From an optimization exercise on the open Yosys and OpenROAD flow, aimed at small area, a short achievable clock period and few clock cycles; shortcuts taken in it are not production practice. Only simulation tests tie the RTL to the original design; equivalence was not proved.

==> design.v <==
module cmul (
	input             clk,
	input      [15:0] x,
	input      [5:0]  idx,
	output reg [15:0] r0,
	output reg [15:0] r1,
	output reg [15:0] r2,
	output reg [15:0] i0,
	output reg [15:0] i1,
	output reg [15:0] i2
);
	reg  [7:0] xr, xi;
	reg  [3:0] wr_neg, wr_one, wr_two, wi_neg, wi_one, wi_two, wn_neg;
	reg  [3:0] wq_neg, wq_one, wq_two;
	wire [3:0] wn_one = wi_one;
	wire [3:0] wn_two = wi_two;
	wire [7:0] kr_k, ki_k;
	genvar gk;
	generate
		for (gk = 0; gk < 4; gk = gk + 1) begin : g_k
			assign kr_k[2*gk]   = wr_neg[gk] ^ wn_neg[gk];
			assign kr_k[2*gk+1] = wr_neg[gk] & wn_neg[gk];
			assign ki_k[2*gk]   = ~wq_neg[gk] ^ wi_neg[gk];
			assign ki_k[2*gk+1] = ~wq_neg[gk] & wi_neg[gk];
		end
	endgenerate
	reg  [27:0] rom;
	always @(*)
		case (idx)
			6'd0: rom = 28'b0001000110000000000000000000;    
			6'd1: rom = 28'b0001000110000011001000010000;    
			6'd2: rom = 28'b0001000010010100011000000010;    
			6'd3: rom = 28'b0001000010010110011100000001;    
			6'd4: rom = 28'b0010001110000101000101100010;    
			6'd5: rom = 28'b0011001110000100000101000001;    
			6'd6: rom = 28'b0011001010011011101101000100;    
			6'd7: rom = 28'b0010000010101000111100000111;    
			6'd8: rom = 28'b0100011110001001110100000100;    
			6'd9: rom = 28'b0101011110001011111000010100;    
			6'd10: rom = 28'b0100010010001000101000000010;    
			6'd11: rom = 28'b0110011110001001100100000000;    
			6'd12: rom = 28'b0111011010011010100100100001;    
			6'd13: rom = 28'b0101000011111100111000000010;    
			6'd14: rom = 28'b0101001011011101110100000000;    
			6'd15: rom = 28'b0001100001011111111100000000;    
			6'd16: rom = 28'b0011101001011101100001110010;    
			6'd17: rom = 28'b0000111100001101101001010010;    
			6'd18: rom = 28'b0000110100001001000011010100;    
			6'd19: rom = 28'b0010111000001011001011010100;    
			6'd20: rom = 28'b0001100100101001010010110110;    
			6'd21: rom = 28'b0000100100001001011110000110;    
			6'd22: rom = 28'b0010101000001000010010000100;    
			6'd23: rom = 28'b0101110000111010011110000101;    
			6'd24: rom = 28'b0100110100001011011110000100;    
			6'd25: rom = 28'b0111111100001010010010100100;    
			6'd26: rom = 28'b0100101101001001000010110010;    
			6'd27: rom = 28'b0001000101001000001110000011;    
			6'd28: rom = 28'b0010000101101001001110000010;    
			6'd29: rom = 28'b0001011100001001001010010010;    
			6'd30: rom = 28'b0010011000001001001010010010;    
			6'd31: rom = 28'b0001000000111000000110000001;    
			6'd32: rom = 28'b0000000000001000000110000001;    
			6'd33: rom = 28'b0011001000011000000110000001;    
			6'd34: rom = 28'b0100011000001001001010010010;    
			6'd35: rom = 28'b0110011100001001001010010010;    
			6'd36: rom = 28'b0101000101101001001110000010;    
			6'd37: rom = 28'b0100000101001000001110000011;    
			6'd38: rom = 28'b1011101101001001000010110010;    
			6'd39: rom = 28'b1000111100001010010010100100;    
			6'd40: rom = 28'b1001110100001011011110000100;    
			6'd41: rom = 28'b1011111000011010011110000101;    
			6'd42: rom = 28'b1000101000001000010010000100;    
			6'd43: rom = 28'b1001100100001001011110000110;    
			6'd44: rom = 28'b1010100100101001010010110110;    
			6'd45: rom = 28'b1100111000001011001011010100;    
			6'd46: rom = 28'b1101110100001001000011010100;    
			6'd47: rom = 28'b1111111100001101101001010010;    
			6'd48: rom = 28'b1101100001111101100001110010;    
			6'd49: rom = 28'b1101101001011111111100000000;    
			6'd50: rom = 28'b1001000011011101110100000000;    
			6'd51: rom = 28'b1011001011011100111000000010;    
			6'd52: rom = 28'b1001010010111010100100100001;    
			6'd53: rom = 28'b1001011110001001100100000000;    
			6'd54: rom = 28'b1000010010001000101000000010;    
			6'd55: rom = 28'b1010011110001011111000010100;    
			6'd56: rom = 28'b1011011110001001110100000100;    
			6'd57: rom = 28'b1010010010101000111100000111;    
			6'd58: rom = 28'b1001000010111011101101000100;    
			6'd59: rom = 28'b1000001110000100000101000001;    
			6'd60: rom = 28'b1001001110000101000101100010;    
			6'd61: rom = 28'b1001001010010110011100000001;    
			6'd62: rom = 28'b1001001010010100011000000010;    
			6'd63: rom = 28'b1000000110000011001000010000;    
			default: rom = 28'd0;
		endcase
	always @(posedge clk) begin
		xr <= x[15:8];
		xi <= x[7:0];
		{wr_neg, wr_one, wr_two, wi_neg, wi_one, wi_two, wn_neg} <= rom;
		{wq_neg, wq_one, wq_two} <= ~rom[27:16];
	end
	wire t1 = ((wr_one[0] & xr[0]) ^ wr_neg[0]);
	wire t2 = (((wr_one[0] & xr[1]) | (wr_two[0] & xr[0])) ^ wr_neg[0]);
	wire t3 = (((wr_one[0] & xr[2]) | (wr_two[0] & xr[1])) ^ wr_neg[0]);
	wire t4 = (((wr_one[0] & xr[3]) | (wr_two[0] & xr[2])) ^ wr_neg[0]);
	wire t5 = (((wr_one[0] & xr[4]) | (wr_two[0] & xr[3])) ^ wr_neg[0]);
	wire t6 = (((wr_one[0] & xr[5]) | (wr_two[0] & xr[4])) ^ wr_neg[0]);
	wire t7 = (((wr_one[0] & xr[6]) | (wr_two[0] & xr[5])) ^ wr_neg[0]);
	wire t8 = (((wr_one[0] & xr[7]) | (wr_two[0] & xr[6])) ^ wr_neg[0]);
	wire t9 = ~(((wr_one[0] & xr[7]) | (wr_two[0] & xr[7])) ^ wr_neg[0]);
	wire t10 = ((wr_one[1] & xr[0]) ^ wr_neg[1]);
	wire t11 = (((wr_one[1] & xr[1]) | (wr_two[1] & xr[0])) ^ wr_neg[1]);
	wire t12 = (((wr_one[1] & xr[2]) | (wr_two[1] & xr[1])) ^ wr_neg[1]);
	wire t13 = (((wr_one[1] & xr[3]) | (wr_two[1] & xr[2])) ^ wr_neg[1]);
	wire t14 = (((wr_one[1] & xr[4]) | (wr_two[1] & xr[3])) ^ wr_neg[1]);
	wire t15 = (((wr_one[1] & xr[5]) | (wr_two[1] & xr[4])) ^ wr_neg[1]);
	wire t16 = (((wr_one[1] & xr[6]) | (wr_two[1] & xr[5])) ^ wr_neg[1]);
	wire t17 = (((wr_one[1] & xr[7]) | (wr_two[1] & xr[6])) ^ wr_neg[1]);
	wire t18 = ~(((wr_one[1] & xr[7]) | (wr_two[1] & xr[7])) ^ wr_neg[1]);
	wire t19 = ((wr_one[2] & xr[0]) ^ wr_neg[2]);
	wire t20 = (((wr_one[2] & xr[1]) | (wr_two[2] & xr[0])) ^ wr_neg[2]);
	wire t21 = (((wr_one[2] & xr[2]) | (wr_two[2] & xr[1])) ^ wr_neg[2]);
	wire t22 = (((wr_one[2] & xr[3]) | (wr_two[2] & xr[2])) ^ wr_neg[2]);
	wire t23 = (((wr_one[2] & xr[4]) | (wr_two[2] & xr[3])) ^ wr_neg[2]);
	wire t24 = (((wr_one[2] & xr[5]) | (wr_two[2] & xr[4])) ^ wr_neg[2]);
	wire t25 = (((wr_one[2] & xr[6]) | (wr_two[2] & xr[5])) ^ wr_neg[2]);
	wire t26 = (((wr_one[2] & xr[7]) | (wr_two[2] & xr[6])) ^ wr_neg[2]);
	wire t27 = ~(((wr_one[2] & xr[7]) | (wr_two[2] & xr[7])) ^ wr_neg[2]);
	wire t28 = ((wr_one[3] & xr[0]) ^ wr_neg[3]);
	wire t29 = (((wr_one[3] & xr[1]) | (wr_two[3] & xr[0])) ^ wr_neg[3]);
	wire t30 = (((wr_one[3] & xr[2]) | (wr_two[3] & xr[1])) ^ wr_neg[3]);
	wire t31 = (((wr_one[3] & xr[3]) | (wr_two[3] & xr[2])) ^ wr_neg[3]);
	wire t32 = (((wr_one[3] & xr[4]) | (wr_two[3] & xr[3])) ^ wr_neg[3]);
	wire t33 = (((wr_one[3] & xr[5]) | (wr_two[3] & xr[4])) ^ wr_neg[3]);
	wire t34 = (((wr_one[3] & xr[6]) | (wr_two[3] & xr[5])) ^ wr_neg[3]);
	wire t35 = (((wr_one[3] & xr[7]) | (wr_two[3] & xr[6])) ^ wr_neg[3]);
	wire t36 = ~(((wr_one[3] & xr[7]) | (wr_two[3] & xr[7])) ^ wr_neg[3]);
	wire t37 = ((wn_one[0] & xi[0]) ^ wn_neg[0]);
	wire t38 = (((wn_one[0] & xi[1]) | (wn_two[0] & xi[0])) ^ wn_neg[0]);
	wire t39 = (((wn_one[0] & xi[2]) | (wn_two[0] & xi[1])) ^ wn_neg[0]);
	wire t40 = (((wn_one[0] & xi[3]) | (wn_two[0] & xi[2])) ^ wn_neg[0]);
	wire t41 = (((wn_one[0] & xi[4]) | (wn_two[0] & xi[3])) ^ wn_neg[0]);
	wire t42 = (((wn_one[0] & xi[5]) | (wn_two[0] & xi[4])) ^ wn_neg[0]);
	wire t43 = (((wn_one[0] & xi[6]) | (wn_two[0] & xi[5])) ^ wn_neg[0]);
	wire t44 = (((wn_one[0] & xi[7]) | (wn_two[0] & xi[6])) ^ wn_neg[0]);
	wire t45 = ~(((wn_one[0] & xi[7]) | (wn_two[0] & xi[7])) ^ wn_neg[0]);
	wire t46 = ((wn_one[1] & xi[0]) ^ wn_neg[1]);
	wire t47 = (((wn_one[1] & xi[1]) | (wn_two[1] & xi[0])) ^ wn_neg[1]);
	wire t48 = (((wn_one[1] & xi[2]) | (wn_two[1] & xi[1])) ^ wn_neg[1]);
	wire t49 = (((wn_one[1] & xi[3]) | (wn_two[1] & xi[2])) ^ wn_neg[1]);
	wire t50 = (((wn_one[1] & xi[4]) | (wn_two[1] & xi[3])) ^ wn_neg[1]);
	wire t51 = (((wn_one[1] & xi[5]) | (wn_two[1] & xi[4])) ^ wn_neg[1]);
	wire t52 = (((wn_one[1] & xi[6]) | (wn_two[1] & xi[5])) ^ wn_neg[1]);
	wire t53 = (((wn_one[1] & xi[7]) | (wn_two[1] & xi[6])) ^ wn_neg[1]);
	wire t54 = ~(((wn_one[1] & xi[7]) | (wn_two[1] & xi[7])) ^ wn_neg[1]);
	wire t55 = ((wn_one[2] & xi[0]) ^ wn_neg[2]);
	wire t56 = (((wn_one[2] & xi[1]) | (wn_two[2] & xi[0])) ^ wn_neg[2]);
	wire t57 = (((wn_one[2] & xi[2]) | (wn_two[2] & xi[1])) ^ wn_neg[2]);
	wire t58 = (((wn_one[2] & xi[3]) | (wn_two[2] & xi[2])) ^ wn_neg[2]);
	wire t59 = (((wn_one[2] & xi[4]) | (wn_two[2] & xi[3])) ^ wn_neg[2]);
	wire t60 = (((wn_one[2] & xi[5]) | (wn_two[2] & xi[4])) ^ wn_neg[2]);
	wire t61 = (((wn_one[2] & xi[6]) | (wn_two[2] & xi[5])) ^ wn_neg[2]);
	wire t62 = (((wn_one[2] & xi[7]) | (wn_two[2] & xi[6])) ^ wn_neg[2]);
	wire t63 = ~(((wn_one[2] & xi[7]) | (wn_two[2] & xi[7])) ^ wn_neg[2]);
	wire t64 = ((wn_one[3] & xi[0]) ^ wn_neg[3]);
	wire t65 = (((wn_one[3] & xi[1]) | (wn_two[3] & xi[0])) ^ wn_neg[3]);
	wire t66 = (((wn_one[3] & xi[2]) | (wn_two[3] & xi[1])) ^ wn_neg[3]);
	wire t67 = (((wn_one[3] & xi[3]) | (wn_two[3] & xi[2])) ^ wn_neg[3]);
	wire t68 = (((wn_one[3] & xi[4]) | (wn_two[3] & xi[3])) ^ wn_neg[3]);
	wire t69 = (((wn_one[3] & xi[5]) | (wn_two[3] & xi[4])) ^ wn_neg[3]);
	wire t70 = (((wn_one[3] & xi[6]) | (wn_two[3] & xi[5])) ^ wn_neg[3]);
	wire t71 = (((wn_one[3] & xi[7]) | (wn_two[3] & xi[6])) ^ wn_neg[3]);
	wire t72 = ~(((wn_one[3] & xi[7]) | (wn_two[3] & xi[7])) ^ wn_neg[3]);
	wire t73 = t5 ^ t12;
	wire t74 = t5 & t12;
	wire t75 = t6 ^ t13 ^ t20;
	wire t76 = (t6 & t13) | (t6 & t20) | (t13 & t20);
	wire t77 = t7 ^ t14 ^ t21;
	wire t78 = (t7 & t14) | (t7 & t21) | (t14 & t21);
	wire t79 = t28 ^ t43 ^ t50;
	wire t80 = (t28 & t43) | (t28 & t50) | (t43 & t50);
	wire t81 = t8 ^ t15 ^ t22;
	wire t82 = (t8 & t15) | (t8 & t22) | (t15 & t22);
	wire t83 = t29 ^ t44 ^ t51;
	wire t84 = (t29 & t44) | (t29 & t51) | (t44 & t51);
	wire t85 = t58 ^ t65;
	wire t86 = t58 & t65;
	wire t87 = t9 ^ t16 ^ t23;
	wire t88 = (t9 & t16) | (t9 & t23) | (t16 & t23);
	wire t89 = t30 ^ t45 ^ t52;
	wire t90 = (t30 & t45) | (t30 & t52) | (t45 & t52);
	wire t91 = t59 ^ t66;
	wire t92 = t59 & t66;
	wire t93 = t17 ^ t24 ^ t31;
	wire t94 = (t17 & t24) | (t17 & t31) | (t24 & t31);
	wire t95 = t53 ^ t60 ^ t67;
	wire t96 = (t53 & t60) | (t53 & t67) | (t60 & t67);
	wire t97 = t18 ^ t25 ^ t32;
	wire t98 = (t18 & t25) | (t18 & t32) | (t25 & t32);
	wire t99 = t54 ^ t61;
	wire t100 = t54 & t61;
	wire t101 = t3 ^ t10;
	wire t102 = t3 & t10;
	wire t103 = t4 ^ t11 ^ t40;
	wire t104 = (t4 & t11) | (t4 & t40) | (t11 & t40);
	wire t105 = t73 ^ t19 ^ t41;
	wire t106 = (t73 & t19) | (t73 & t41) | (t19 & t41);
	wire t107 = t48 ^ t55;
	wire t108 = t48 & t55;
	wire t109 = t75 ^ t42 ^ t49;
	wire t110 = (t75 & t42) | (t75 & t49) | (t42 & t49);
	wire t111 = t56 ^ kr_k[5] ^ t74;
	wire t112 = (t56 & kr_k[5]) | (t56 & t74) | (kr_k[5] & t74);
	wire t113 = t77 ^ t79 ^ t57;
	wire t114 = (t77 & t79) | (t77 & t57) | (t79 & t57);
	wire t115 = t64 ^ kr_k[6] ^ t76;
	wire t116 = (t64 & kr_k[6]) | (t64 & t76) | (kr_k[6] & t76);
	wire t117 = t81 ^ t83 ^ t85;
	wire t118 = (t81 & t83) | (t81 & t85) | (t83 & t85);
	wire t119 = kr_k[7] ^ t78 ^ t80;
	wire t120 = (kr_k[7] & t78) | (kr_k[7] & t80) | (t78 & t80);
	wire t121 = t87 ^ t89 ^ t91;
	wire t122 = (t87 & t89) | (t87 & t91) | (t89 & t91);
	wire t123 = t82 ^ t84 ^ t86;
	wire t124 = (t82 & t84) | (t82 & t86) | (t84 & t86);
	wire t125 = t93 ^ t95 ^ 1'b1;
	wire t126 = (t93 & t95) | (t93 & 1'b1) | (t95 & 1'b1);
	wire t127 = t88 ^ t90 ^ t92;
	wire t128 = (t88 & t90) | (t88 & t92) | (t90 & t92);
	wire t129 = t97 ^ t99 ^ t68;
	wire t130 = (t97 & t99) | (t97 & t68) | (t99 & t68);
	wire t131 = 1'b1 ^ t94 ^ t96;
	wire t132 = (1'b1 & t94) | (1'b1 & t96) | (t94 & t96);
	wire t133 = t26 ^ t33 ^ t62;
	wire t134 = (t26 & t33) | (t26 & t62) | (t33 & t62);
	wire t135 = t69 ^ t98 ^ t100;
	wire t136 = (t69 & t98) | (t69 & t100) | (t98 & t100);
	wire t137 = t27 ^ t34 ^ t63;
	wire t138 = (t27 & t34) | (t27 & t63) | (t34 & t63);
	wire t139 = t70 ^ 1'b1;
	wire t140 = t70 & 1'b1;
	wire t141 = t101 ^ t39;
	wire t142 = t101 & t39;
	wire t143 = t103 ^ t47 ^ kr_k[3];
	wire t144 = (t103 & t47) | (t103 & kr_k[3]) | (t47 & kr_k[3]);
	wire t145 = t105 ^ t107 ^ kr_k[4];
	wire t146 = (t105 & t107) | (t105 & kr_k[4]) | (t107 & kr_k[4]);
	wire t147 = t109 ^ t111 ^ t106;
	wire t148 = (t109 & t111) | (t109 & t106) | (t111 & t106);
	wire t149 = t113 ^ t115 ^ t110;
	wire t150 = (t113 & t115) | (t113 & t110) | (t115 & t110);
	wire t151 = t117 ^ t119 ^ t114;
	wire t152 = (t117 & t119) | (t117 & t114) | (t119 & t114);
	wire t153 = t121 ^ t123 ^ t118;
	wire t154 = (t121 & t123) | (t121 & t118) | (t123 & t118);
	wire t155 = t125 ^ t127 ^ t122;
	wire t156 = (t125 & t127) | (t125 & t122) | (t127 & t122);
	wire t157 = t129 ^ t131 ^ t126;
	wire t158 = (t129 & t131) | (t129 & t126) | (t131 & t126);
	wire t159 = t133 ^ t135 ^ t130;
	wire t160 = (t133 & t135) | (t133 & t130) | (t135 & t130);
	wire t161 = t137 ^ t139 ^ t134;
	wire t162 = (t137 & t139) | (t137 & t134) | (t139 & t134);
	wire t163 = t35 ^ t71 ^ t138;
	wire t164 = (t35 & t71) | (t35 & t138) | (t71 & t138);
	wire t165 = t36 ^ t72;
	wire t166 = t36 & t72;
	wire t167 = ((~wq_one[0] & xi[0]) ^ ~wq_neg[0]);
	wire t168 = (((~wq_one[0] & xi[1]) | (~wq_two[0] & xi[0])) ^ ~wq_neg[0]);
	wire t169 = (((~wq_one[0] & xi[2]) | (~wq_two[0] & xi[1])) ^ ~wq_neg[0]);
	wire t170 = (((~wq_one[0] & xi[3]) | (~wq_two[0] & xi[2])) ^ ~wq_neg[0]);
	wire t171 = (((~wq_one[0] & xi[4]) | (~wq_two[0] & xi[3])) ^ ~wq_neg[0]);
	wire t172 = (((~wq_one[0] & xi[5]) | (~wq_two[0] & xi[4])) ^ ~wq_neg[0]);
	wire t173 = (((~wq_one[0] & xi[6]) | (~wq_two[0] & xi[5])) ^ ~wq_neg[0]);
	wire t174 = (((~wq_one[0] & xi[7]) | (~wq_two[0] & xi[6])) ^ ~wq_neg[0]);
	wire t175 = ~(((~wq_one[0] & xi[7]) | (~wq_two[0] & xi[7])) ^ ~wq_neg[0]);
	wire t176 = ((~wq_one[1] & xi[0]) ^ ~wq_neg[1]);
	wire t177 = (((~wq_one[1] & xi[1]) | (~wq_two[1] & xi[0])) ^ ~wq_neg[1]);
	wire t178 = (((~wq_one[1] & xi[2]) | (~wq_two[1] & xi[1])) ^ ~wq_neg[1]);
	wire t179 = (((~wq_one[1] & xi[3]) | (~wq_two[1] & xi[2])) ^ ~wq_neg[1]);
	wire t180 = (((~wq_one[1] & xi[4]) | (~wq_two[1] & xi[3])) ^ ~wq_neg[1]);
	wire t181 = (((~wq_one[1] & xi[5]) | (~wq_two[1] & xi[4])) ^ ~wq_neg[1]);
	wire t182 = (((~wq_one[1] & xi[6]) | (~wq_two[1] & xi[5])) ^ ~wq_neg[1]);
	wire t183 = (((~wq_one[1] & xi[7]) | (~wq_two[1] & xi[6])) ^ ~wq_neg[1]);
	wire t184 = ~(((~wq_one[1] & xi[7]) | (~wq_two[1] & xi[7])) ^ ~wq_neg[1]);
	wire t185 = ((~wq_one[2] & xi[0]) ^ ~wq_neg[2]);
	wire t186 = (((~wq_one[2] & xi[1]) | (~wq_two[2] & xi[0])) ^ ~wq_neg[2]);
	wire t187 = (((~wq_one[2] & xi[2]) | (~wq_two[2] & xi[1])) ^ ~wq_neg[2]);
	wire t188 = (((~wq_one[2] & xi[3]) | (~wq_two[2] & xi[2])) ^ ~wq_neg[2]);
	wire t189 = (((~wq_one[2] & xi[4]) | (~wq_two[2] & xi[3])) ^ ~wq_neg[2]);
	wire t190 = (((~wq_one[2] & xi[5]) | (~wq_two[2] & xi[4])) ^ ~wq_neg[2]);
	wire t191 = (((~wq_one[2] & xi[6]) | (~wq_two[2] & xi[5])) ^ ~wq_neg[2]);
	wire t192 = (((~wq_one[2] & xi[7]) | (~wq_two[2] & xi[6])) ^ ~wq_neg[2]);
	wire t193 = ~(((~wq_one[2] & xi[7]) | (~wq_two[2] & xi[7])) ^ ~wq_neg[2]);
	wire t194 = ((~wq_one[3] & xi[0]) ^ ~wq_neg[3]);
	wire t195 = (((~wq_one[3] & xi[1]) | (~wq_two[3] & xi[0])) ^ ~wq_neg[3]);
	wire t196 = (((~wq_one[3] & xi[2]) | (~wq_two[3] & xi[1])) ^ ~wq_neg[3]);
	wire t197 = (((~wq_one[3] & xi[3]) | (~wq_two[3] & xi[2])) ^ ~wq_neg[3]);
	wire t198 = (((~wq_one[3] & xi[4]) | (~wq_two[3] & xi[3])) ^ ~wq_neg[3]);
	wire t199 = (((~wq_one[3] & xi[5]) | (~wq_two[3] & xi[4])) ^ ~wq_neg[3]);
	wire t200 = (((~wq_one[3] & xi[6]) | (~wq_two[3] & xi[5])) ^ ~wq_neg[3]);
	wire t201 = (((~wq_one[3] & xi[7]) | (~wq_two[3] & xi[6])) ^ ~wq_neg[3]);
	wire t202 = ~(((~wq_one[3] & xi[7]) | (~wq_two[3] & xi[7])) ^ ~wq_neg[3]);
	wire t203 = ((wi_one[0] & xr[0]) ^ wi_neg[0]);
	wire t204 = (((wi_one[0] & xr[1]) | (wi_two[0] & xr[0])) ^ wi_neg[0]);
	wire t205 = (((wi_one[0] & xr[2]) | (wi_two[0] & xr[1])) ^ wi_neg[0]);
	wire t206 = (((wi_one[0] & xr[3]) | (wi_two[0] & xr[2])) ^ wi_neg[0]);
	wire t207 = (((wi_one[0] & xr[4]) | (wi_two[0] & xr[3])) ^ wi_neg[0]);
	wire t208 = (((wi_one[0] & xr[5]) | (wi_two[0] & xr[4])) ^ wi_neg[0]);
	wire t209 = (((wi_one[0] & xr[6]) | (wi_two[0] & xr[5])) ^ wi_neg[0]);
	wire t210 = (((wi_one[0] & xr[7]) | (wi_two[0] & xr[6])) ^ wi_neg[0]);
	wire t211 = ~(((wi_one[0] & xr[7]) | (wi_two[0] & xr[7])) ^ wi_neg[0]);
	wire t212 = ((wi_one[1] & xr[0]) ^ wi_neg[1]);
	wire t213 = (((wi_one[1] & xr[1]) | (wi_two[1] & xr[0])) ^ wi_neg[1]);
	wire t214 = (((wi_one[1] & xr[2]) | (wi_two[1] & xr[1])) ^ wi_neg[1]);
	wire t215 = (((wi_one[1] & xr[3]) | (wi_two[1] & xr[2])) ^ wi_neg[1]);
	wire t216 = (((wi_one[1] & xr[4]) | (wi_two[1] & xr[3])) ^ wi_neg[1]);
	wire t217 = (((wi_one[1] & xr[5]) | (wi_two[1] & xr[4])) ^ wi_neg[1]);
	wire t218 = (((wi_one[1] & xr[6]) | (wi_two[1] & xr[5])) ^ wi_neg[1]);
	wire t219 = (((wi_one[1] & xr[7]) | (wi_two[1] & xr[6])) ^ wi_neg[1]);
	wire t220 = ~(((wi_one[1] & xr[7]) | (wi_two[1] & xr[7])) ^ wi_neg[1]);
	wire t221 = ((wi_one[2] & xr[0]) ^ wi_neg[2]);
	wire t222 = (((wi_one[2] & xr[1]) | (wi_two[2] & xr[0])) ^ wi_neg[2]);
	wire t223 = (((wi_one[2] & xr[2]) | (wi_two[2] & xr[1])) ^ wi_neg[2]);
	wire t224 = (((wi_one[2] & xr[3]) | (wi_two[2] & xr[2])) ^ wi_neg[2]);
	wire t225 = (((wi_one[2] & xr[4]) | (wi_two[2] & xr[3])) ^ wi_neg[2]);
	wire t226 = (((wi_one[2] & xr[5]) | (wi_two[2] & xr[4])) ^ wi_neg[2]);
	wire t227 = (((wi_one[2] & xr[6]) | (wi_two[2] & xr[5])) ^ wi_neg[2]);
	wire t228 = (((wi_one[2] & xr[7]) | (wi_two[2] & xr[6])) ^ wi_neg[2]);
	wire t229 = ~(((wi_one[2] & xr[7]) | (wi_two[2] & xr[7])) ^ wi_neg[2]);
	wire t230 = ((wi_one[3] & xr[0]) ^ wi_neg[3]);
	wire t231 = (((wi_one[3] & xr[1]) | (wi_two[3] & xr[0])) ^ wi_neg[3]);
	wire t232 = (((wi_one[3] & xr[2]) | (wi_two[3] & xr[1])) ^ wi_neg[3]);
	wire t233 = (((wi_one[3] & xr[3]) | (wi_two[3] & xr[2])) ^ wi_neg[3]);
	wire t234 = (((wi_one[3] & xr[4]) | (wi_two[3] & xr[3])) ^ wi_neg[3]);
	wire t235 = (((wi_one[3] & xr[5]) | (wi_two[3] & xr[4])) ^ wi_neg[3]);
	wire t236 = (((wi_one[3] & xr[6]) | (wi_two[3] & xr[5])) ^ wi_neg[3]);
	wire t237 = (((wi_one[3] & xr[7]) | (wi_two[3] & xr[6])) ^ wi_neg[3]);
	wire t238 = ~(((wi_one[3] & xr[7]) | (wi_two[3] & xr[7])) ^ wi_neg[3]);
	wire t239 = t171 ^ t178;
	wire t240 = t171 & t178;
	wire t241 = t172 ^ t179 ^ t186;
	wire t242 = (t172 & t179) | (t172 & t186) | (t179 & t186);
	wire t243 = t173 ^ t180 ^ t187;
	wire t244 = (t173 & t180) | (t173 & t187) | (t180 & t187);
	wire t245 = t194 ^ t209 ^ t216;
	wire t246 = (t194 & t209) | (t194 & t216) | (t209 & t216);
	wire t247 = t174 ^ t181 ^ t188;
	wire t248 = (t174 & t181) | (t174 & t188) | (t181 & t188);
	wire t249 = t195 ^ t210 ^ t217;
	wire t250 = (t195 & t210) | (t195 & t217) | (t210 & t217);
	wire t251 = t224 ^ t231;
	wire t252 = t224 & t231;
	wire t253 = t175 ^ t182 ^ t189;
	wire t254 = (t175 & t182) | (t175 & t189) | (t182 & t189);
	wire t255 = t196 ^ t211 ^ t218;
	wire t256 = (t196 & t211) | (t196 & t218) | (t211 & t218);
	wire t257 = t225 ^ t232;
	wire t258 = t225 & t232;
	wire t259 = t183 ^ t190 ^ t197;
	wire t260 = (t183 & t190) | (t183 & t197) | (t190 & t197);
	wire t261 = t219 ^ t226 ^ t233;
	wire t262 = (t219 & t226) | (t219 & t233) | (t226 & t233);
	wire t263 = t184 ^ t191 ^ t198;
	wire t264 = (t184 & t191) | (t184 & t198) | (t191 & t198);
	wire t265 = t220 ^ t227;
	wire t266 = t220 & t227;
	wire t267 = t169 ^ t176;
	wire t268 = t169 & t176;
	wire t269 = t170 ^ t177 ^ t206;
	wire t270 = (t170 & t177) | (t170 & t206) | (t177 & t206);
	wire t271 = t239 ^ t185 ^ t207;
	wire t272 = (t239 & t185) | (t239 & t207) | (t185 & t207);
	wire t273 = t214 ^ t221;
	wire t274 = t214 & t221;
	wire t275 = t241 ^ t208 ^ t215;
	wire t276 = (t241 & t208) | (t241 & t215) | (t208 & t215);
	wire t277 = t222 ^ ki_k[5] ^ t240;
	wire t278 = (t222 & ki_k[5]) | (t222 & t240) | (ki_k[5] & t240);
	wire t279 = t243 ^ t245 ^ t223;
	wire t280 = (t243 & t245) | (t243 & t223) | (t245 & t223);
	wire t281 = t230 ^ ki_k[6] ^ t242;
	wire t282 = (t230 & ki_k[6]) | (t230 & t242) | (ki_k[6] & t242);
	wire t283 = t247 ^ t249 ^ t251;
	wire t284 = (t247 & t249) | (t247 & t251) | (t249 & t251);
	wire t285 = ki_k[7] ^ t244 ^ t246;
	wire t286 = (ki_k[7] & t244) | (ki_k[7] & t246) | (t244 & t246);
	wire t287 = t253 ^ t255 ^ t257;
	wire t288 = (t253 & t255) | (t253 & t257) | (t255 & t257);
	wire t289 = t248 ^ t250 ^ t252;
	wire t290 = (t248 & t250) | (t248 & t252) | (t250 & t252);
	wire t291 = t259 ^ t261 ^ 1'b1;
	wire t292 = (t259 & t261) | (t259 & 1'b1) | (t261 & 1'b1);
	wire t293 = t254 ^ t256 ^ t258;
	wire t294 = (t254 & t256) | (t254 & t258) | (t256 & t258);
	wire t295 = t263 ^ t265 ^ t234;
	wire t296 = (t263 & t265) | (t263 & t234) | (t265 & t234);
	wire t297 = 1'b1 ^ t260 ^ t262;
	wire t298 = (1'b1 & t260) | (1'b1 & t262) | (t260 & t262);
	wire t299 = t192 ^ t199 ^ t228;
	wire t300 = (t192 & t199) | (t192 & t228) | (t199 & t228);
	wire t301 = t235 ^ t264 ^ t266;
	wire t302 = (t235 & t264) | (t235 & t266) | (t264 & t266);
	wire t303 = t193 ^ t200 ^ t229;
	wire t304 = (t193 & t200) | (t193 & t229) | (t200 & t229);
	wire t305 = t236 ^ 1'b1;
	wire t306 = t236 & 1'b1;
	wire t307 = t267 ^ t205;
	wire t308 = t267 & t205;
	wire t309 = t269 ^ t213 ^ ki_k[3];
	wire t310 = (t269 & t213) | (t269 & ki_k[3]) | (t213 & ki_k[3]);
	wire t311 = t271 ^ t273 ^ ki_k[4];
	wire t312 = (t271 & t273) | (t271 & ki_k[4]) | (t273 & ki_k[4]);
	wire t313 = t275 ^ t277 ^ t272;
	wire t314 = (t275 & t277) | (t275 & t272) | (t277 & t272);
	wire t315 = t279 ^ t281 ^ t276;
	wire t316 = (t279 & t281) | (t279 & t276) | (t281 & t276);
	wire t317 = t283 ^ t285 ^ t280;
	wire t318 = (t283 & t285) | (t283 & t280) | (t285 & t280);
	wire t319 = t287 ^ t289 ^ t284;
	wire t320 = (t287 & t289) | (t287 & t284) | (t289 & t284);
	wire t321 = t291 ^ t293 ^ t288;
	wire t322 = (t291 & t293) | (t291 & t288) | (t293 & t288);
	wire t323 = t295 ^ t297 ^ t292;
	wire t324 = (t295 & t297) | (t295 & t292) | (t297 & t292);
	wire t325 = t299 ^ t301 ^ t296;
	wire t326 = (t299 & t301) | (t299 & t296) | (t301 & t296);
	wire t327 = t303 ^ t305 ^ t300;
	wire t328 = (t303 & t305) | (t303 & t300) | (t305 & t300);
	wire t329 = t201 ^ t237 ^ t304;
	wire t330 = (t201 & t237) | (t201 & t304) | (t237 & t304);
	wire t331 = t202 ^ t238;
	wire t332 = t202 & t238;
	always @(posedge clk) begin
		r0 <= {t166, t165, t163, t161, t159, t157, t155, t153, t151, t149, t147, t145, t143, t141, t2, t1};
		r1 <= {1'b0, 1'b1, t140, t136, t132, t128, t124, t120, t116, t112, t108, t104, t102, t46, t38, t37};
		r2 <= {1'b0, t164, t162, t160, t158, t156, t154, t152, t150, t148, t146, t144, t142, kr_k[2], kr_k[1], kr_k[0]};
		i0 <= {t332, t331, t329, t327, t325, t323, t321, t319, t317, t315, t313, t311, t309, t307, t168, t167};
		i1 <= {1'b0, 1'b1, t306, t302, t298, t294, t290, t286, t282, t278, t274, t270, t268, t212, t204, t203};
		i2 <= {1'b0, t330, t328, t326, t324, t322, t320, t318, t316, t314, t312, t310, t308, ki_k[2], ki_k[1], ki_k[0]};
	end
endmodule
module butterfly_ra2 #(parameter S = 3) (
	input             clk,
	input             inj,
	input             osel,
	input      [15:0] r0,
	input      [15:0] r1,
	input      [15:0] r2,
	input      [15:0] i0,
	input      [15:0] i1,
	input      [15:0] i2,
	input      [15:0] xin,
	output     [15:0] xout
);
	localparam D = 1 << S;
	localparam L = D + 3;
	reg  [16*L-1:0] sr;                  
	reg  [8:0]      r9, i9;
	wire [15:0] rs = r0 ^ r1 ^ r2;
	wire [15:0] rc = {((r0 & r1) | (r0 & r2) | (r1 & r2)), 1'b0};
	wire [15:0] is = i0 ^ i1 ^ i2;
	wire [15:0] ic = {((i0 & i1) | (i0 & i2) | (i1 & i2)), 1'b0};
	wire [15:0] rel = rs + rc;
	wire [15:0] img = is + ic;
	wire [15:0] x1 = sr[16*L-1 -: 16];
	wire [8:0]  p = {x1[15], x1[15:8]} + r9;
	wire [8:0]  u = {x1[15], x1[15:8]} - r9;
	wire [8:0]  q = {x1[7], x1[7:0]} + i9;
	wire [8:0]  v = {x1[7], x1[7:0]} - i9;
	integer k;
	always @(posedge clk) begin
		r9 <= rel[15:7];
		i9 <= img[15:7];
		sr[15:0] <= xin;
		for (k = 1; k < L; k = k + 1)
			sr[16*k +: 16] <= (k == 3 && inj) ? {u[8:1], v[8:1]} : sr[16*(k-1) +: 16];
	end
	assign xout = osel ? x1 : {p[8:1], q[8:1]};
endmodule
module bf_s0 (
	input             clk,
	input             inj,
	input             osel,
	input      [7:0]  xin,
	input      [8:0]  r9,
	output     [7:0]  xout
);
	reg  [7:0] r0, r1;           
	reg  [7:0] ar, br;           
	wire [8:0] p = {r0[7], r0} + r9;
	wire [8:0] u = {r0[7], r0} - r9;
	always @(posedge clk) begin
		r0 <= xin;
		r1 <= inj ? br : r0;
		ar <= p[8:1];
		br <= u[8:1];
	end
	assign xout = osel ? r1 : ar;
endmodule
module bf_s1 (
	input             clk,
	input             lo,
	input             inj,
	input             osel,
	input      [7:0]  xin,
	output     [15:0] xout
);
	function automatic [8:0] mul127(input [7:0] x);
		begin
			if (x == 8'h80)
				mul127 = 9'h181;                     
			else if (!x[7] && x != 8'd0)
				mul127 = {1'b0, x} - 9'd1;           
			else
				mul127 = {x[7], x};                  
		end
	endfunction
	function automatic [8:0] mul127n(input [7:0] x);
		begin
			if (x[7])
				mul127n = 9'd0 - {x[7], x} - 9'd1;   
			else
				mul127n = 9'd0 - {1'b0, x};          
		end
	endfunction
	reg  [7:0]  r0, r1;
	reg  [15:0] r2, r3;
	reg  [8:0]  r9r, i9r;
	reg  [15:0] ar, br;
	wire [7:0] x1 = r2[15:8];    
	wire [8:0] p = {x1[7], x1} + r9r;
	wire [8:0] u = {x1[7], x1} - r9r;
	wire [8:0] v = 9'd0 - i9r;
	always @(posedge clk) begin
		r0 <= xin;
		r1 <= r0;
		r2 <= inj ? br : {r1, 8'd0};
		r3 <= r2;
		r9r <= lo ? 9'd0 : mul127(xin);
		i9r <= lo ? mul127n(xin) : 9'd0;
		ar <= {p[8:1], i9r[8:1]};
		br <= {u[8:1], v[8:1]};
	end
	assign xout = osel ? r3 : ar;
endmodule
module cmul2 (
	input             clk,
	input      [15:0] x,
	input      [1:0]  lo,
	output reg [15:0] r0,
	output reg [15:0] r1,
	output     [15:0] r2,
	output reg [15:0] i0,
	output reg [15:0] i1,
	output     [15:0] i2
);
	reg  [9:0] ra, ib;           
	reg  [1:0] lr;
	wire [9:0] xr10 = {{2{x[15]}}, x[15:8]};
	wire [9:0] xi10 = {{2{x[7]}}, x[7:0]};
	wire [9:0] s = xr10 + xi10;
	wire [9:0] d = xi10 - xr10;
	reg  [9:0] ra_n, ib_n;
	always @(*)
		case (lo)
			2'd0: begin ra_n = xr10; ib_n = xi10; end
			2'd1: begin ra_n = s;    ib_n = d;    end
			2'd2: begin ra_n = xi10; ib_n = xr10; end
			default: begin ra_n = d; ib_n = s;    end
		endcase
	wire [15:0] a = {{6{ra[9]}}, ra};
	wire [15:0] b = {{6{ib[9]}}, ib};
	wire        k90 = lr[0];
	wire [15:0] ra1 = k90 ? a << 6 : a << 7;
	wire [15:0] ra2 = k90 ? a << 4 : ~a;
	wire [15:0] ra3 = k90 ? a << 3 : 16'd0;
	wire [15:0] ra4 = k90 ? a << 1 : 16'd0;
	reg  [15:0] ib1, ib2, ib3, ib4;
	always @(*)
		case (lr)
			2'd0: begin ib1 = b << 7;    ib2 = ~b;     ib3 = 16'd0;  ib4 = 16'd0;      end
			2'd1: begin ib1 = b << 6;    ib2 = b << 4; ib3 = b << 3; ib4 = b << 1;     end
			2'd2: begin ib1 = ~(b << 7); ib2 = b;      ib3 = 16'd0;  ib4 = 16'd0;      end
			default: begin ib1 = ~(b << 7); ib2 = b << 5; ib3 = b << 3; ib4 = ~(b << 1); end
		endcase
	wire [15:0] rs1 = ra1 ^ ra2 ^ ra3;
	wire [15:0] rc1 = {((ra1 & ra2) | (ra1 & ra3) | (ra2 & ra3)), ~k90};
	wire [15:0] is1 = ib1 ^ ib2 ^ ib3;
	wire [15:0] ic1 = {((ib1 & ib2) | (ib1 & ib3) | (ib2 & ib3)), lr != 2'd1};
	always @(posedge clk) begin
		ra <= ra_n;
		ib <= ib_n;
		lr <= lo;
		r0 <= rs1 ^ rc1 ^ ra4;
		r1 <= {((rs1 & rc1) | (rs1 & ra4) | (rc1 & ra4)), 1'b0};
		i0 <= is1 ^ ic1 ^ ib4;
		i1 <= {((is1 & ic1) | (is1 & ib4) | (ic1 & ib4)), lr == 2'd3};
	end
	assign r2 = 16'd0;
	assign i2 = 16'd0;
endmodule
module ram128 (
	input             clk,
	input             modeA,
	input             modeB,
	input             modeC,
	input             bypA,
	input             bypB,
	input             bypC,
	input      [7:0]  din,           
	output     [7:0]  dout,          
	input             inj,
	input             osel,
	input      [15:0] r0,            
	input      [15:0] r1,
	input      [15:0] r2,
	input      [15:0] i0,            
	input      [15:0] i1,
	input      [15:0] i2,
	input      [15:0] xin,
	output     [15:0] xout
);
	localparam D = 64;
	localparam L = D + 3;
	reg  [8*L-1:0] re;               
	reg  [8*L-1:0] im;
	wire [7:0] a_last = re[8*62 +: 8];
	wire [7:0] b_last = im[8*39 +: 8];
	wire [7:0] c_last = im[8*51 +: 8];
	wire [7:0] s_a = bypA ? din : a_last;
	wire [7:0] s_b = bypB ? s_a : b_last;
	assign dout = bypC ? s_b : c_last;
	reg  [8:0]  r9, i9;
	wire [15:0] rs = r0 ^ r1 ^ r2;
	wire [15:0] rc = {((r0 & r1) | (r0 & r2) | (r1 & r2)), 1'b0};
	wire [15:0] is = i0 ^ i1 ^ i2;
	wire [15:0] ic = {((i0 & i1) | (i0 & i2) | (i1 & i2)), 1'b0};
	wire [15:0] rel = rs + rc;
	wire [15:0] img = is + ic;
	wire [7:0] x1r = re[8*L-1 -: 8];
	wire [7:0] x1i = im[8*L-1 -: 8];
	wire [8:0] p = {x1r[7], x1r} + r9;
	wire [8:0] u = {x1r[7], x1r} - r9;
	wire [8:0] q = {x1i[7], x1i} + i9;
	wire [8:0] v = {x1i[7], x1i} - i9;
	integer k;
	always @(posedge clk) begin
		re[7:0] <= modeA ? (bypA ? a_last : din) : xin[15:8];
		im[7:0] <= xin[7:0];
		for (k = 1; k < L; k = k + 1) begin
			if (k == 3 && inj) begin
				re[8*k +: 8] <= u[8:1];
				im[8*k +: 8] <= v[8:1];
			end else begin
				re[8*k +: 8] <= re[8*(k-1) +: 8];
				if (k == 10 && modeB)
					im[8*k +: 8] <= bypB ? b_last : s_a;
				else if (k == 40 && modeC)
					im[8*k +: 8] <= bypC ? c_last : s_b;
				else
					im[8*k +: 8] <= im[8*(k-1) +: 8];
			end
		end
	end
	always @(posedge clk) begin
		r9 <= rel[15:7];
		i9 <= img[15:7];
	end
	assign xout = osel ? {x1r, x1i} : {p[8:1], q[8:1]};
endmodule
module wnp (
	input      [5:0]  address,
	output reg [15:0] q
);
	always @(*)
		case (address)
      6'd0: q = 16'h7f00;
      6'd1: q = 16'h7ffa;
      6'd2: q = 16'h7ef4;
      6'd3: q = 16'h7eed;
      6'd4: q = 16'h7de7;
      6'd5: q = 16'h7be1;
      6'd6: q = 16'h7adb;
      6'd7: q = 16'h78d5;
      6'd8: q = 16'h75cf;
      6'd9: q = 16'h73ca;
      6'd10: q = 16'h70c4;
      6'd11: q = 16'h6dbf;
      6'd12: q = 16'h6ab9;
      6'd13: q = 16'h66b4;
      6'd14: q = 16'h62af;
      6'd15: q = 16'h5eab;
      6'd16: q = 16'h5aa6;
      6'd17: q = 16'h55a2;
      6'd18: q = 16'h519e;
      6'd19: q = 16'h4c9a;
      6'd20: q = 16'h4796;
      6'd21: q = 16'h4193;
      6'd22: q = 16'h3c90;
      6'd23: q = 16'h368d;
      6'd24: q = 16'h318b;
      6'd25: q = 16'h2b88;
      6'd26: q = 16'h2586;
      6'd27: q = 16'h1f85;
      6'd28: q = 16'h1983;
      6'd29: q = 16'h1382;
      6'd30: q = 16'h0c82;
      6'd31: q = 16'h0681;
      6'd32: q = 16'h0081;
      6'd33: q = 16'hfa81;
      6'd34: q = 16'hf482;
      6'd35: q = 16'hed82;
      6'd36: q = 16'he783;
      6'd37: q = 16'he185;
      6'd38: q = 16'hdb86;
      6'd39: q = 16'hd588;
      6'd40: q = 16'hcf8b;
      6'd41: q = 16'hca8d;
      6'd42: q = 16'hc490;
      6'd43: q = 16'hbf93;
      6'd44: q = 16'hb996;
      6'd45: q = 16'hb49a;
      6'd46: q = 16'haf9e;
      6'd47: q = 16'haba2;
      6'd48: q = 16'ha6a6;
      6'd49: q = 16'ha2ab;
      6'd50: q = 16'h9eaf;
      6'd51: q = 16'h9ab4;
      6'd52: q = 16'h96b9;
      6'd53: q = 16'h93bf;
      6'd54: q = 16'h90c4;
      6'd55: q = 16'h8dca;
      6'd56: q = 16'h8bcf;
      6'd57: q = 16'h88d5;
      6'd58: q = 16'h86db;
      6'd59: q = 16'h85e1;
      6'd60: q = 16'h83e7;
      6'd61: q = 16'h82ed;
      6'd62: q = 16'h82f4;
      6'd63: q = 16'h81fa;
			default: q = 16'h0000;
		endcase
endmodule
module fft(
	rst_n,
	clk,
	data1,
	fft_go,
	fft_done,
	fft_res
);
	input rst_n;
	input clk;
	input signed [7:0] data1;
	input fft_go;
	output reg fft_done;
	output reg [15:0] fft_res;
	localparam [8:0] OUT0 = 9'd255;              
	localparam [8:0] LAST = OUT0 + 9'd127;       
	reg        run;
	reg  [8:0] cnt;
	always @(posedge clk or negedge rst_n)
		if (!rst_n) begin
			run <= 1'b0;
			cnt <= 9'd0;
		end else if (fft_go) begin
			run <= 1'b1;
			cnt <= 9'd1;
		end else if (run) begin
			cnt <= cnt + 9'd1;
			if (cnt == LAST)
				run <= 1'b0;
		end
	always @(posedge clk)
		fft_done <= run & ~fft_go & (cnt >= OUT0 - 9'd1) & (cnt <= LAST - 9'd1);
	reg  bypA, bypB, bypC, modeA, modeB, modeC;
	reg  inj0, osel0, lo1, inj1, osel1, inj2, osel2;
	reg  [1:0] lo2;
	reg  inj3, osel3, inj4, osel4, inj5, osel5, inj6, osel6, sel6;
	reg  [5:0] tw3, tw4, tw5, tw6;
	wire [6:0] c7 = cnt[6:0];
	wire [6:0] pA = c7 - 7'd2;       
	wire [6:0] pB = c7 - 7'd65;
	wire [6:0] pC = c7 - 7'd95;
	wire [6:0] j0 = c7 - 7'd109, q0 = c7 - 7'd110;      
	wire [6:0] p1 = c7 - 7'd110, j1 = c7 - 7'd112, q1 = c7 - 7'd114;
	wire [6:0] p2 = c7 - 7'd114, j2 = c7 - 7'd117, q2 = c7 - 7'd121;
	wire [6:0] p3 = c7 - 7'd121, j3 = c7 - 7'd124, q3 = c7 - 7'd132;
	wire [6:0] p4 = c7 - 7'd132, j4 = c7 - 7'd135, q4 = c7 - 7'd151;
	wire [6:0] p5 = c7 - 7'd151, j5 = c7 - 7'd154, q5 = c7 - 7'd186;
	wire [6:0] p6 = c7 - 7'd186, j6 = c7 - 7'd189, q6 = c7 - 7'd253;
	always @(posedge clk) begin
		bypA <= pA[6] & ~pA[0];
		bypB <= pB[5] & ~pB[1];
		bypC <= pC[4] & ~pC[2];
		modeA <= cnt <= 9'd129;
		modeB <= cnt <= 9'd192;
		modeC <= cnt <= 9'd222;
		inj0 <= j0[0];  osel0 <= q0[0];
		lo1 <= p1[0];   inj1 <= j1[1];  osel1 <= q1[1];
		lo2 <= p2[1:0]; inj2 <= j2[2];  osel2 <= q2[2];
		tw3 <= {p3[2:0], 3'd0}; inj3 <= j3[3]; osel3 <= q3[3];
		tw4 <= {p4[3:0], 2'd0}; inj4 <= j4[4]; osel4 <= q4[4];
		tw5 <= {p5[4:0], 1'd0}; inj5 <= j5[5]; osel5 <= q5[5];
		tw6 <= p6[5:0];
		inj6 <= j6[6] & (cnt >= 9'd250);
		osel6 <= q6[6];
		sel6 <= cnt >= 9'd249;
	end
	function automatic [8:0] mul127(input [7:0] x);
		begin
			if (x == 8'h80)
				mul127 = 9'h181;                     
			else if (!x[7] && x != 8'd0)
				mul127 = {1'b0, x} - 9'd1;           
			else
				mul127 = {x[7], x};                  
		end
	endfunction
	reg  [7:0] sc;
	reg  [8:0] sc9;                  
	wire [7:0] sc_n;
	always @(posedge clk) begin
		sc <= sc_n;
		sc9 <= mul127(sc_n);
	end
	wire [7:0]  s_0;
	wire [15:0] s_1, s_2, s_3, s_4, s_5, s_6;
	wire [15:0] r0a, r1a, r2a, i0a, i1a, i2a, r0b, r1b, r2b, i0b, i1b, i2b;
	wire [15:0] r0c, r1c, r2c, i0c, i1c, i2c;
	wire [15:0] r02, r12, r22, i02, i12, i22;
	bf_s0 st0(.clk(clk), .inj(inj0), .osel(osel0), .xin(sc), .r9(sc9), .xout(s_0));
	bf_s1 st1(.clk(clk), .lo(lo1), .inj(inj1), .osel(osel1), .xin(s_0), .xout(s_1));
	cmul2 mul2(.clk(clk), .x(s_1), .lo(lo2), .r0(r02), .r1(r12), .r2(r22), .i0(i02), .i1(i12), .i2(i22));
	butterfly_ra2 #(.S(2)) st2(.clk(clk), .inj(inj2), .osel(osel2), .r0(r02), .r1(r12), .r2(r22), .i0(i02), .i1(i12), .i2(i22), .xin(s_1), .xout(s_2));
	cmul mula(.clk(clk), .x(sel6 ? s_5 : s_2), .idx(sel6 ? tw6 : tw3), .r0(r0a), .r1(r1a), .r2(r2a), .i0(i0a), .i1(i1a), .i2(i2a));
	cmul mulb(.clk(clk), .x(s_3), .idx(tw4), .r0(r0b), .r1(r1b), .r2(r2b), .i0(i0b), .i1(i1b), .i2(i2b));
	cmul mulc(.clk(clk), .x(s_4), .idx(tw5), .r0(r0c), .r1(r1c), .r2(r2c), .i0(i0c), .i1(i1c), .i2(i2c));
	butterfly_ra2 #(.S(3)) st3(.clk(clk), .inj(inj3), .osel(osel3), .r0(r0a), .r1(r1a), .r2(r2a), .i0(i0a), .i1(i1a), .i2(i2a), .xin(s_2), .xout(s_3));
	butterfly_ra2 #(.S(4)) st4(.clk(clk), .inj(inj4), .osel(osel4), .r0(r0b), .r1(r1b), .r2(r2b), .i0(i0b), .i1(i1b), .i2(i2b), .xin(s_3), .xout(s_4));
	butterfly_ra2 #(.S(5)) st5(.clk(clk), .inj(inj5), .osel(osel5), .r0(r0c), .r1(r1c), .r2(r2c), .i0(i0c), .i1(i1c), .i2(i2c), .xin(s_4), .xout(s_5));
	ram128 st6(.clk(clk), .modeA(modeA), .modeB(modeB), .modeC(modeC),
		.bypA(bypA), .bypB(bypB), .bypC(bypC), .din(data1), .dout(sc_n),
		.inj(inj6), .osel(osel6), .r0(r0a), .r1(r1a), .r2(r2a), .i0(i0a), .i1(i1a), .i2(i2a), .xin(s_5), .xout(s_6));
	always @(posedge clk)
		fft_res <= s_6;
endmodule
==> run.sh <==
#!/bin/bash
# synth_recipe.tcl (not shown) runs the flow's synth.tcl, then flattens the netlist and writes it again
# the make line also repeats each setting of config.mk as NAME=value (left out here)
make -C /OpenROAD-flow-scripts/flow DESIGN_CONFIG=/design/flow/config.mk WORK_HOME=/design/flow/orfs CLKGATE_MAP_FILE= SYNTH_SCRIPT=/design/flow/synth_recipe.tcl finish
==> config.mk <==
export PLATFORM = sky130hd
export DESIGN_NAME = fft
export DESIGN_NICKNAME = fft
export VERILOG_FILES = /design/flow/design.v
export SDC_FILE = /design/flow/constraint.sdc
export NUM_CORES = 4
export LEC_CHECK = 0
export CAP_MARGIN = 20
export CORE_MARGIN = 2
export CORE_UTILIZATION = 40
export CTS_CLUSTER_DIAMETER = 70
export CTS_CLUSTER_SIZE = 35
export SETUP_SLACK_MARGIN = 5.0
export SLEW_MARGIN = 20
==> constraint.sdc <==
create_clock -name core_clock -period 8.0 [get_ports {clk}]
set_input_delay 1.6000 -clock core_clock [delete_from_list [all_inputs] [get_ports {clk}]]
set_output_delay 1.6000 -clock core_clock [all_outputs]
set_load 0.01 [all_outputs]
==> flow_metrics.tcl, run 1 <==
set metrics [dict create \
    die-area_sq_um 251000 \
    wl_per_cell_microns 17.4 \
    tightestPinTransition_ns 1.13 \
    die_w_microns 501 \
    worst-path-max-fanout 1 \
    grt_max_degree 60 \
    layout.cells.most_common "sky130_fd_sc_hd__dfxtp_1" \
    critical_path_required_ns 6.40 \
    routed_via_density 4.74 \
    timing_worst_setup_path_type "register to output port" \
    finalWeightedCongestion 0.860 \
    final.period_utilization_pct 37.0 \
    n_fill_cell 22300 \
    layout_common_cells "sky130_fd_sc_hd__dfxtp_1 (2948), sky130_fd_sc_hd__inv_1 (644), sky130_fd_sc_hd__xnor2_1 (456), sky130_fd_sc_hd__ha_1 (454), sky130_fd_sc_hd__fa_1 (354)" \
    dr_total_vias 53300 \
    dpl.cell_count 11000 \
    final-seq-area_sq_um 60800 \
    maxSlewHeadroom_pct 23.9 \
    globalRouteTotalUtil_pct 15.4 \
    fin_util_pct 43.8 \
    grt_setup_unrepaired "true" \
    clkLatencyLatePin_ns 0.84 \
    post-dp-hpwl_microns 140000 \
    cts_made_buffers 144 \
    final-instance-count-excl-fill 11300 \
    dieHeight_microns 501 \
    io_buffers 27 \
    setup.worst_path.start_class "register" \
    io_pins 28 \
    setup-tns-final_ns 0 \
    multi_input_area_sq_um 34200 \
    mappedNetlistArea_sq_um 98600 \
    vias_in_the_first_global_route 52300 \
    fin_worst_skew_ns 0.0640 \
    finalMaxSlewViolations 0 \
    cap_violations 0 \
    synth.yosys.warnings 20 \
    drt.antenna.violating_nets 0 \
    cts.root.buffer_cell "sky130_fd_sc_hd__clkbuf_16" \
    multiplexer_share_of_the_synthesized_area_pct 2.03 \
    cts.path.max_buffers 3 \
    synth_compound_gate_area_share_pct 8.97 \
    timing.final.hold_violations 0 \
    synth_edf_count 0 \
    synth-async-reset-ratio_pct 0.330 \
    final.hold.worst_slack_ns 0.293 \
    globalRouteOverflowTotal 0 \
    status "timing/DRC/antenna clean" \
    layout-area-overhead-vs-synth_pct 9.14 \
    floorplan_row_count 182 \
    path_delay_family "flip-flops" \
    adder_and_majority_gate_portion_of_the_synthesized_area_pct 13.1 \
    clock-sinks 3030 \
    finalSetupViolations 0 \
    post_synth_xor_area_fraction_pct 5.69 \
    tritoncts "built" \
    effective_utilization_at_floorplan_pct 40.2 \
    synth_top_family_by_area "adder cells" \
    first_pass_iters 6 \
    hold_class "register to register" \
    num-nets-final 8758 \
    final.min_clock_period_ns 2.96 \
    cts_clock_pin_slew_for_the_worst_setup_and_hold_paths_ns 0.11 \
    hold_path_startpoint "st3.sr[79]$_DFF_P_" \
    max_stage_delay_ns 0.41 \
    r2r_start "mula.r0[2]$_DFF_P_" \
    critPathArrivalTime_ns 1.36 \
    worst_path_max_delay_cell "sky130_fd_sc_hd__dfxtp_4" \
    count_of_unresolved_drc_violations_after_routing 0 \
    total_number_of_h_tree_levels 4 \
    synth_ff_type "sky130_fd_sc_hd__dfxtp_1" \
    post_synth.cell_area_avg_sq_um 12.2 \
    synth_seq_area_share_pct 61.6 \
    final_layout_size_suffix_gt1_share_pct 7.14 \
    syn-instance-count 8062 \
    critical_path.startpoint "fft_res[1]$_DFF_P_" \
    antenna_found_initial 16 \
    worst_path_cell_trace "buf_6" \
    critical_path_buf_inv_count 1 \
    synth_seq_cells 3030 \
    drtIter0Drc 3888 \
    netlist-cell-type-count 91 \
    placeableCoreArea_sq_um 245000 \
    endpoint_kind "output port" \
    wire_length_of_the_first_global_routing_pass_microns 302000 \
    yosys.area_share.simple_pct 4.74 \
    fmax_ghz 0.338 \
    wirelength_microns 195000 \
]
[layer usage]
| metal | vias to the layer above | wire, microns | track usage, % |
|---|---|---|---|
| li1 | 26100 | - | - |
| met2 | 1177 | 84400 | 23.3 |
| met5 | - | 14 | 0 |
| met4 | 2 | 6940 | 5.71 |
| met1 | 25800 | 94400 | 22.1 |
| met3 | 280 | 9680 | 2.37 |
[worst paths after layout]
check                      depth (start not counted)  slack, ns                  to
min                                                0       0.29  st3.sr[95]$_DFF_P_
max reg2reg                                       12       5.07   st3.r9[8]$_DFF_P_
max                                                1       5.04          fft_res[1]
min in group asynchronous                          1       1.11  cnt[0]$_DFFE_PN0P_
max in group asynchronous                          1       6.50  cnt[2]$_DFFE_PN0P_
min reg2reg                                        0       0.29  st3.sr[95]$_DFF_P_
[through the flow]
stage / area [sq um] / worst slack [ns]
final: 108000 / 5.04
after global routing: 108000 / 4.94
after CTS: 107000 / 4.90
after detailed placement: 102000 / 3.83
after global placement: 102000 / 3.82
after floorplan: 98700 / 4.93
[kinds of logic (layout without fill, tap and decap cells)]
family | count (synthesis) | count (layout)
flip-flops | 3030 | 3030
AO/OA/AOI/OAI | 1363 | 1363
buffers and inverters | 1026 | 991
AND/OR/NAND/NOR | 1003 | 1003
adder cells (fa/ha/maj) | 819 | 819
XOR/XNOR | 641 | 641
multiplexers | 178 | 178
other | 2 | 11
[cells in the mapped netlist (12+ instances only)]
cell	n	area share, %
sky130_fd_sc_hd__mux2i_1	71	0.72
sky130_fd_sc_hd__o211ai_1	48	0.37
sky130_fd_sc_hd__mux2_2	99	1.1
sky130_fd_sc_hd__ha_1	459	5.8
sky130_fd_sc_hd__a22oi_1	235	1.8
sky130_fd_sc_hd__dfxtp_1	3020	61
sky130_fd_sc_hd__a21oi_1	286	1.5
sky130_fd_sc_hd__o21ai_0	307	1.6
sky130_fd_sc_hd__or2_2	15	0.095
sky130_fd_sc_hd__xor2_1	183	1.6
sky130_fd_sc_hd__o22ai_1	93	0.59
sky130_fd_sc_hd__a211oi_1	32	0.24
sky130_fd_sc_hd__and3_1	21	0.13
sky130_fd_sc_hd__a21o_1	62	0.47
sky130_fd_sc_hd__fa_1	354	7.2
sky130_fd_sc_hd__buf_1	19	0.072
sky130_fd_sc_hd__nand3b_1	16	0.12
sky130_fd_sc_hd__nand2_1	320	1.2
sky130_fd_sc_hd__nor2b_1	64	0.41
sky130_fd_sc_hd__a221oi_1	17	0.15
sky130_fd_sc_hd__xnor2_1	458	4.1
sky130_fd_sc_hd__o21bai_1	51	0.39
sky130_fd_sc_hd__nand3_1	52	0.26
sky130_fd_sc_hd__nand4_1	15	0.095
sky130_fd_sc_hd__a31oi_1	33	0.21
sky130_fd_sc_hd__and2_1	34	0.22
sky130_fd_sc_hd__or3_1	16	0.10
sky130_fd_sc_hd__buf_2	14	0.071
sky130_fd_sc_hd__o311ai_0	13	0.12
sky130_fd_sc_hd__nor3b_1	13	0.099
sky130_fd_sc_hd__inv_1	650	2.5
sky130_fd_sc_hd__o31ai_1	22	0.17
sky130_fd_sc_hd__clkinv_1	12	0.046
sky130_fd_sc_hd__nor3_1	64	0.32
sky130_fd_sc_hd__a22o_1	19	0.17
sky130_fd_sc_hd__nand2b_1	29	0.18
sky130_fd_sc_hd__clkbuf_1	327	1.2
sky130_fd_sc_hd__nor2_1	307	1.2
sky130_fd_sc_hd__o21a_1	38	0.29
[final cells by class]
cell class,instances,area share (%)
Sequential cell,3030,56.5
Tap cell,3220,3.74
Clock buffer,156,3.53
Clock inverter,84,1.33
Multi-Input combinational cell,4007,31.8
Timing Repair Buffer,86,0.694
Inverter,665,2.35
Antenna cell,8,0.0186
[what timing repair did]
action / 4_1_cts / 5_1_grt
cloned: 0 / 2
hold buffers: 0 / 0
pin swaps: 4 / 13
endpoints found under the setup margin: 158 / 94
gates resized for setup: 168 / 56
buffers inserted: 2 / 19
[sequential cells by signal, indices dropped and copies added (netlist names), 25 cells and up]
register	flops
mulb.rom	25
st5.sr	560
st2.sr	112
st4.sr	304
mulc.rom	27
st6.re	536
st3.sr	176
st6.im	536
Testbench counts, summed over its fixed seeds: cycles 18,384.
==> run 2, diff against run 1 <==
--- a/config.mk
+++ b/config.mk
@@ -10,4 +10,4 @@
 export CORE_UTILIZATION = 40
-export CTS_CLUSTER_DIAMETER = 70
-export CTS_CLUSTER_SIZE = 35
+export CTS_CLUSTER_DIAMETER = 80
+export CTS_CLUSTER_SIZE = 32
 export SETUP_SLACK_MARGIN = 5.0
==> flow_metrics.tcl, run 2 <==
set metrics [dict create \
    rr_worst_depth 6 \
    status "timing/DRC/antenna clean" \
    antenna_found_initial 17 \
    cp.depth 1 \
    synth_seq_area_share_pct 61.6 \
    hold_class "register to register" \
    dp_worst_setup_slack_ns 3.83 \
    num-nets-final 8748 \
    tightestPinTransition_ns 0.959 \
    die-area_sq_um 251000 \
    dpl.cell_count 11000 \
    drt.antenna.violating_nets 0 \
    finalWeightedCongestion 0.860 \
    cts.root.buffer_cell "sky130_fd_sc_hd__clkbuf_16" \
    drtIter0Drc 3940 \
    setup.worst_path.start_class "register" \
    fmax_ghz 0.341 \
    timing_worst_setup_path_type "register to output port" \
    critPathArrivalTime_ns 1.33 \
    die_w_microns 501 \
    clkLatencyLatePin_ns 0.82 \
    first_pass_iters 5 \
    whs_path_depth 0 \
    final-instance-count-excl-fill 11200 \
    hold_path_startpoint "st6.im[275]$_DFF_P_" \
    count_of_unresolved_drc_violations_after_routing 0 \
    yosysTopAreaCell "sky130_fd_sc_hd__dfxtp_1" \
    cts_made_buffers 136 \
    critical_path_required_ns 6.40 \
    io_buffers 27 \
    yosys-top-cells-area "sky130_fd_sc_hd__dfxtp_1 (61%), sky130_fd_sc_hd__fa_1 (7.2%), sky130_fd_sc_hd__ha_1 (5.8%)" \
    timing.final.ws_setup_ns 5.07 \
    final_layout_size_suffix_gt1_share_pct 6.75 \
    final-seq-area_sq_um 60800 \
    wirelength_microns 195000 \
    vias_in_the_first_global_route 52300 \
    final.hold.worst_slack_ns 0.313 \
    dr_total_vias 53200 \
    wl_per_cell_microns 17.4 \
    globalRouteTotalUtil_pct 15.4 \
    netlist-cell-type-count 91 \
    endpoint_kind "output port" \
    post-dp-hpwl_microns 140000 \
    cts_clock_pin_slew_for_the_worst_setup_and_hold_paths_ns 0.11 \
    finalMaxSlewViolations 0 \
    synth.yosys.warnings 20 \
    io_pins 28 \
    r2r-end "mula.i0[6]$_DFF_P_" \
    reg_top3 "st5.sr: 560 flops, st6.im: 536 flops, st6.re: 536 flops" \
    synth_top_area_share_pct 61.3 \
    post_dp_cell_area_sq_um 102000 \
    wire_length_of_the_first_global_routing_pass_microns 303000 \
    worst_path_cell_trace "buf_6" \
    dieHeight_microns 501 \
    final.min_clock_period_ns 2.93 \
    layout-area-overhead-vs-synth_pct 8.46 \
    routed_via_density 4.74 \
    fin_worst_skew_ns 0.0332 \
    n_fill_cell 22400 \
    setup-tns-final_ns 0 \
    layout.cells.most_common "sky130_fd_sc_hd__dfxtp_1" \
    total_number_of_h_tree_levels 4 \
    cap_violations 0 \
    tritoncts "built" \
    min_to "st6.im[283]$_DFF_P_" \
    regMostFlops "st5.sr" \
    grt_max_degree 60 \
    synth-async-reset-ratio_pct 0.330 \
    synth_seq_cells 3030 \
    worst_path_max_delay_cell "sky130_fd_sc_hd__dfxtp_4" \
    grt_setup_unrepaired "true" \
    effective_utilization_at_floorplan_pct 40.2 \
    r2r_start "mula.wq_neg[3]$_DFF_P_" \
    critical_path_buf_inv_count 1 \
    max_ffs_per_register 560 \
    max_stage_delay_ns 0.40 \
    floorplan_row_count 182 \
    final_design_area_no_fill_sq_um 107000 \
    path_delay_family "flip-flops" \
    maxSlewHeadroom_pct 35.4 \
    layout_common_cells "sky130_fd_sc_hd__dfxtp_1 (2951), sky130_fd_sc_hd__inv_1 (644), sky130_fd_sc_hd__xnor2_1 (456), sky130_fd_sc_hd__ha_1 (454), sky130_fd_sc_hd__fa_1 (354)" \
    placeableCoreArea_sq_um 245000 \
    final.period_utilization_pct 36.7 \
    globalRouteOverflowTotal 0 \
    multi_input_area_sq_um 34300 \
    mappedNetlistArea_sq_um 98600 \
    yosysMostFrequentCell "sky130_fd_sc_hd__dfxtp_1" \
    syn-instance-count 8062 \
    synth_common_cells "sky130_fd_sc_hd__dfxtp_1 (3020), sky130_fd_sc_hd__inv_1 (650), sky130_fd_sc_hd__ha_1 (459)" \
    cts.path.max_buffers 3 \
    worst-path-max-fanout 1 \
    fin_util_pct 43.6 \
    post_synth.cell_area_avg_sq_um 12.2 \
    timing.final.hold_violations 0 \
    synth_edf_count 0 \
    setup.reg_to_reg.worst_slack_ns 5.10 \
    clock-sinks 3030 \
    finalSetupViolations 0 \
    synth_ff_type "sky130_fd_sc_hd__dfxtp_1" \
]
run 2: metal layers:
layer,GRT usage (%),up-vias,routed length (microns)
met3,2.02,265,9130
met1,22.3,25700,95100
met4,4.33,0,5080
met2,23.9,1153,86000
met5,0,-,0
li1,-,26000,-
run 2: final cells by class:
cell class	count	area share [%]
antenna	8	0.0187
clock buffer	142	3.24
clock inverter	68	1.03
inverter	665	2.37
multi-input combinational	4007	32.0
sequential	3030	56.9
tap	3220	3.77
timing repair buffer	84	0.677
run 2: worst max path at each step:
stage	from	to	slack [ns]
after CTS	cnt[0]$_DFFE_PN0P_	mulc.rom[21]$_DFF_P_	4.88
final	fft_res[2]$_DFF_P_	fft_res[2]	5.07
after detailed placement	cnt[1]$_DFFE_PN0P_	mulc.rom[21]$_DFF_P_	3.83
after global routing	fft_res[15]$_DFF_P_	fft_res[15]	4.98
after floorplan	data1[5]	sc9[5]$_SDFF_PN0_	4.93
after global placement	cnt[1]$_DFFE_PN0P_	mulc.rom[21]$_DFF_P_	3.82
run 2: cell families (layout without fill, tap and decap cells):
family	Yosys count	count (layout)	synth area share, %
and+or+nand+nor	1003	1003	4.74
other	2	11	0.00761
DFF	3030	3030	61.6
AOI/OAI and AO/OA	1363	1363	8.97
buffers and inverters	1026	959	3.93
xor gates and xnor gates	641	641	5.69
muxes	178	178	2.03
adders and majority gates	819	819	13.1
run 2: repair_timing:
action / 4_1_cts / 5_1_grt
endpoints found under the hold margin: 0 / 0
gates cloned: 0 / 2
gates resized for setup: 168 / 52
buffers inserted: 3 / 16
hold buffers: 0 / 0
pin swaps: 9 / 10
endpoints found under the setup margin: 155 / 88

==> afterwards: timing with drivers on the ports <==
The results above use ideal ports. As a check the final layouts listed here were re-extracted and re-timed, cells and wires unchanged. Step 1: set_driving_cell puts a clkbuf_16 on clk and a buf_2 on each other input, an assumption about the parent block. Step 2 also shifts input and output timing later by t, the mid clock arrival at the registers, as if the neighbouring blocks saw the same clock. Three values: no drivers, after step 1, after step 2; two values: the first two.
run	shift t [ns]	setup slack, ns	worst register clock-pin slew, ns
run 1	0.897	5.040 / 4.957 / 4.238	0.12 / 0.12
run 2	0.888	5.066 / 4.980 / 4.237	0.11 / 0.11
After both steps setup and hold are still met in every run listed. For run 2, which loses most, drivers alone change the setup slack by -0.086 ns; drivers and shift together by -0.829 ns.
